Source: an optimization exercise on an open RTL-to-GDS flow (aim: small area). Production flows keep margins and buffers that such runs may drop.
In this exercise RTL edits were held to simulation tests only and were not proved equivalent to the original.
The flow treats the clock pin as an ideal source, which a real chip does not have.
No activity file was given, so power comes from the tool's default toggle rates.

==> garnet <==
==> flow/design.v <==
module spi_verilog
#( parameter CLK_FREQ    = 100000000,
   parameter WORD_LENGTH =        32,
   parameter SPICLK_FREQ =  25000000
)
( input wire clk,
  input wire reset,
  output wire cs,
  output reg  mosi_1,
  input  wire miso_1,
  output reg  mosi_2,
  input  wire miso_2,
  output wire sclk,
  input  wire data_in_v,
  output wire ready_out,
  output wire data_out_v,
  input  wire [WORD_LENGTH-1:0] data_in_1,
  input  wire [WORD_LENGTH-1:0] data_in_2,
  output wire [WORD_LENGTH-1:0] data_out_1,
  output wire [WORD_LENGTH-1:0] data_out_2
);
localparam [5:0] ST_WAIT = 6'd63, ST_LAST = 6'd32, ST_END = 6'd34, ST_IDLE = 6'd35;
reg [1:0] ph;
reg [5:0] st;
wire step   = !ph[1] && ph[0];
wire tail   = (st[5:1] == 5'b10001);                     
wire ready  = tail && (st[0] || !ph[0]);
wire bits   = !st[5];                                    
wire wait_s = (st == ST_WAIT);
wire load   = ready;                                     
wire shift  = step && (bits || wait_s);
wire hold   = !(load || shift);
always @(posedge clk) begin
    if (reset) begin
        ph <= 2'b00;
        st <= ST_END;
    end else begin
        ph <= {ph[0], !ph[1]};
        if (ready)
            st <= data_in_v ? ST_WAIT : ST_IDLE;
        else if (step)
            st <= st + 6'd1;
        if (shift && st != 6'd31) begin
            mosi_1 <= sr_1[WORD_LENGTH-1];
            mosi_2 <= sr_2[WORD_LENGTH-1];
        end
    end
end
reg  [WORD_LENGTH-1:0] srn_1, srn_2;
wire [WORD_LENGTH-1:0] sr_1 = ~srn_1;
wire [WORD_LENGTH-1:0] sr_2 = ~srn_2;
wire [WORD_LENGTH-1:0] nxt_1, nxt_2;
spi_lane_sel #(.W(WORD_LENGTH)) u_sel_1 (.load(load), .shift(shift), .hold(hold),
    .d(data_in_1), .p({sr_1[WORD_LENGTH-2:0], miso_1}), .o(sr_1), .yn(nxt_1));
spi_lane_sel #(.W(WORD_LENGTH)) u_sel_2 (.load(load), .shift(shift), .hold(hold),
    .d(data_in_2), .p({sr_2[WORD_LENGTH-2:0], miso_2}), .o(sr_2), .yn(nxt_2));
always @(posedge clk) begin
    srn_1 <= nxt_1;
    srn_2 <= nxt_2;
end
wire cs_low = bits || (st == ST_LAST && ph[1]);
assign cs         = !cs_low;
assign sclk       = bits && !ph[1];
assign ready_out  = ready;
assign data_out_v = tail && !st[0] && !ph[0];
assign data_out_1 = sr_1;
assign data_out_2 = sr_2;
endmodule
module spi_lane_sel #(parameter W = 32)
( input  wire load, shift, hold,
  input  wire [W-1:0] d, p, o,
  output wire [W-1:0] yn
);
assign yn = ~(({W{load}} & d) | ({W{shift}} & p) | ({W{hold}} & o));
endmodule
==> flow/flow/run.sh <==
#!/bin/bash
# Layout flow: the standard ORFS flow (standard.sh, unchanged synthesis),
# with two placement/CTS choices passed to make:
#  - port buffers use the smallest buffer cell (buf_1) instead of the default;
#  - the clock tree uses clkbuf_8 at the root, clkbuf_4 below, no dummy loads.
# make's full output goes to flow_make.log; ORFS writes each step's own log
# under orfs/logs/.
set -euo pipefail
bash standard.sh \
  "BUFFER_PORTS_ARGS=-buffer_cell sky130_fd_sc_hd__buf_1" \
  "CTS_ARGS=-sink_clustering_enable -repair_clock_nets -root_buf sky130_fd_sc_hd__clkbuf_4 -buf_list sky130_fd_sc_hd__clkbuf_4 -dont_use_dummy_load -sink_clustering_size 8 -sink_clustering_max_diameter 60" \
  finish > flow_make.log 2>&1
==> flow/standard.sh <==
#!/bin/bash
# synth_recipe.tcl (not shown) runs the flow's synth.tcl, then flattens the netlist and writes it again
# the make line also repeats each setting of config.mk as NAME=value (left out here)
make -C /OpenROAD-flow-scripts/flow DESIGN_CONFIG=/design/flow/config.mk WORK_HOME=/design/flow/orfs CLKGATE_MAP_FILE= SYNTH_SCRIPT=/design/flow/synth_recipe.tcl "${@:-finish}"
==> flow/config.mk <==
export PLATFORM = sky130hd
export DESIGN_NAME = spi_verilog
export DESIGN_NICKNAME = spi_verilog
export VERILOG_FILES = /design/flow/design.v
export SDC_FILE = /design/flow/constraint.sdc
export NUM_CORES = 4
export LEC_CHECK = 0
export CAP_MARGIN = 20
export CORE_MARGIN = 2
export CORE_UTILIZATION = 40
export PLACE_DENSITY = 0.6
export SLEW_MARGIN = 20
export SYNTH_HIERARCHICAL = 1
export SYNTH_MINIMUM_KEEP_SIZE = 0
==> flow/constraint.sdc <==
create_clock -name core_clock -period 10.0 [get_ports {clk}]
set_input_delay 2.0000 -clock core_clock [delete_from_list [all_inputs] [get_ports {clk}]]
set_output_delay 2.0000 -clock core_clock [all_outputs]
set_load 0.01 [all_outputs]
==> inputs of juniper, as changes to garnet <==
==> flow/design.v, changed modules only <==
module spi_verilog
#( parameter CLK_FREQ    = 100000000,
   parameter WORD_LENGTH =        32,
   parameter SPICLK_FREQ =  25000000
)
( input wire clk,
  input wire reset,
  output wire cs,
  output reg  mosi_1,
  input  wire miso_1,
  output reg  mosi_2,
  input  wire miso_2,
  output wire sclk,
  input  wire data_in_v,
  output wire ready_out,
  output wire data_out_v,
  input  wire [WORD_LENGTH-1:0] data_in_1,
  input  wire [WORD_LENGTH-1:0] data_in_2,
  output wire [WORD_LENGTH-1:0] data_out_1,
  output wire [WORD_LENGTH-1:0] data_out_2
);
localparam [5:0] ST_WAIT = 6'd63, ST_LAST = 6'd32, ST_END = 6'd34, ST_IDLE = 6'd35;
reg [1:0] ph;
reg [5:0] st;
wire step   = !ph[1] && ph[0];
wire tail   = st[5] && !st[4] && st[1];                  
wire ready  = tail && (st[0] || !ph[0]);
wire bits   = !st[5];                                    
wire wait_s = st[5] && st[4];                           
wire load   = ready;                                     
wire shift  = step && (bits || wait_s);
wire hold   = !(load || shift);
wire       capture = ready && data_in_v;
wire       st_inc  = (step && !ready) || (tail && !st[0] && !ph[0]);
wire [5:0] st_nxt  = (st + {5'd0, st_inc}) | {6{capture}};
always @(posedge clk) begin
    if (reset) begin
        ph <= 2'b00;
        st <= ST_END;
    end else begin
        ph <= {ph[0], !ph[1]};
        st <= st_nxt;
        if (shift && st != 6'd31) begin
            mosi_1 <= sr_1[WORD_LENGTH-1];
            mosi_2 <= sr_2[WORD_LENGTH-1];
        end
    end
end
reg  [WORD_LENGTH-1:0] srn_1, srn_2;
wire [WORD_LENGTH-1:0] sr_1 = ~srn_1;
wire [WORD_LENGTH-1:0] sr_2 = ~srn_2;
wire [WORD_LENGTH-1:0] nxt_1, nxt_2;
spi_lane_sel #(.W(WORD_LENGTH)) u_sel_1 (.load(load), .shift(shift), .hold(hold),
    .d(data_in_1), .p({sr_1[WORD_LENGTH-2:0], miso_1}), .o(sr_1), .yn(nxt_1));
spi_lane_sel #(.W(WORD_LENGTH)) u_sel_2 (.load(load), .shift(shift), .hold(hold),
    .d(data_in_2), .p({sr_2[WORD_LENGTH-2:0], miso_2}), .o(sr_2), .yn(nxt_2));
always @(posedge clk) begin
    srn_1 <= nxt_1;
    srn_2 <= nxt_2;
end
wire last   = st[5] && !st[1] && !st[0];                 
wire cs_low = bits || (last && ph[1]);
assign cs         = !cs_low;
assign sclk       = bits && !ph[1];
assign ready_out  = ready;
assign data_out_v = tail && !st[0] && !ph[0];
assign data_out_1 = sr_1;
assign data_out_2 = sr_2;
endmodule
==> flow/flow/run.sh (replaced) <==
#!/bin/bash
# Layout flow: the standard ORFS flow (standard.sh, unchanged synthesis),
# with these choices passed to make:
#  - port buffers use the smallest buffer cell (buf_1) instead of the default;
#  - the clock tree is built from clkbuf_4 without dummy loads, and a
#    POST_CTS hook (flow/post_cts.tcl) upsizes to clkbuf_8 the leaf buffers
#    whose flip-flop clock pins would see more than 100 ps of slew.
# make's full output goes to flow_make.log; ORFS writes each step's own log
# under orfs/logs/.
set -euo pipefail
here=$(pwd)
bash standard.sh \
  "BUFFER_PORTS_ARGS=-buffer_cell sky130_fd_sc_hd__buf_1" \
  "CTS_ARGS=-sink_clustering_enable -repair_clock_nets -root_buf sky130_fd_sc_hd__clkbuf_4 -buf_list sky130_fd_sc_hd__clkbuf_4 -dont_use_dummy_load" \
  "POST_CTS_TCL=$here/flow/post_cts.tcl" \
  finish > flow_make.log 2>&1
==> flow/flow/post_cts.tcl (new file) <==
# POST_CTS hook: upsize the clock tree's leaf buffers (clkbuf_4 from CTS)
# whose flip-flop clock pins see a slew above a threshold to clkbuf_8, then
# legalize the placement again.
set thr [expr {[info exists ::env(CLK_UPSIZE_PS)] ? $::env(CLK_UPSIZE_PS) : 100}]
set block [ord::get_db_block]
set big [[ord::get_db] findMaster sky130_fd_sc_hd__clkbuf_8]
estimate_parasitics -placement
set n 0
foreach inst [$block getInsts] {
  if {[[$inst getMaster] getName] ne "sky130_fd_sc_hd__clkbuf_4"} { continue }
  set out [[$inst findITerm X] getNet]
  set worst 0
  foreach it [$out getITerms] {
    if {[$it getInst] == $inst} { continue }
    if {[[$it getMTerm] getName] ne "CLK"} { continue }
    set pin [get_pins [[$it getInst] getName]/CLK]
    foreach p {slew_max_rise slew_max_fall} {
      set s [expr {1000.0 * [get_property $pin $p]}]
      if {$s > $worst} { set worst $s }
    }
  }
  puts "clock leaf [$inst getName]: worst flip-flop clock slew $worst ps"
  if {$worst > $thr} {
    $inst swapMaster $big
    incr n
  }
}
puts "upsized $n clock buffers to clkbuf_8"
if {$n > 0} {
  detailed_placement
  check_placement -verbose
  estimate_parasitics -placement
}
Settings changed: CORE_UTILIZATION 40 to 55, PLACE_DENSITY 0.6 to 0.7.
==> run summary <==
Critical path depth is the same in juniper and garnet.
In garnet the final cell count is higher than in juniper, by about 8%.
In juniper the combinational power is smaller than in garnet, by 9.1%.
Total power: juniper is smaller than garnet (about 3.6%).
Of garnet and juniper, juniper has the higher core utilization (gap 17 points).
Global-route usage: juniper is higher than garnet (4.2 points).
In juniper the wire length is lower than in garnet, by about 7%.
Register-to-register slack: garnet is higher than juniper (20 ps).
Worst hold slack: garnet is higher than juniper (17 ps).
==> figures <==
item                                                              garnet                 juniper
Fraction of power spent switching nets                             41.5%                   40.3%
Final clock-cell share                                             1.97%                   2.56%
Clock Skews                                                      30.1 ps                 26.8 ps
Xor-xnor portion of the synthesized cell area                     0.613%                  0.935%
Data arrival time of the worst path                              1560 ps                 2070 ps
Worst setup slack after layout                                   6440 ps                 5930 ps
Reg2reg end                                                     srn_1[9]                srn_1[2]
Non-Filler Instances                                                 494                     458
Buffer and inverter count on the worst path                            1                       2
Power density normalized to cell area                        328 mW/mm^2             321 mW/mm^2
Met2 wire length                                                 3210 um                 3110 um
Area fraction in compound gates after synthesis                    25.4%                   24.9%
Fin util                                                           49.9%                   67.3%
Vertical extent of the die                                       88.5 um                 75.5 um
Outcome                                         timing/DRC/antenna clean  timing/DRC/antenna clean
Initial Utilization                                                41.6%                   56.1%
Total met3 wirelength after detailed routing                      603 um                  580 um
Critical Path Slowest Stage Cell                 sky130_fd_sc_hd__nor3_2  sky130_fd_sc_hd__buf_4
VDD IR-drop max                                               0.000127 V              0.000171 V
Routed vias                                                        2,656                   2,591

re-timing with driven ports:
The flow's constraints put no driver on any port. The routed layouts listed below were extracted and timed again, unchanged, in two steps.
Step 1 (the two cells are an assumption about what drives the block):
set clk [get_ports {clk}]
set_driving_cell -lib_cell sky130_fd_sc_hd__clkbuf_16 $clk
set_driving_cell -lib_cell sky130_fd_sc_hd__buf_2 [delete_from_list [all_inputs] $clk]
Step 2 moves the port delays by t, midway between the first and last clock arrival at a register: inputs arrive t later, outputs are due t later. That takes back most of the time a late clock gives input paths.
a / b / c = no drivers / after step 1 / after step 2; a / b = the first two.
| run | shift t [ns] | slack for setup (ns) | clock arrival spread, ns | worst slew at a driven data input, ns | cell pins on the clock port's net |
|---|---|---|---|---|---|
| garnet | 0.413 | 6.441 / 6.415 / 6.828 | 0.030 / 0.030 | 0.04 | 1 |
| juniper | 0.413 | 5.932 / 5.906 / 6.319 | 0.027 / 0.027 | 0.04 | 1 |
After both steps every run listed still meets setup and hold.
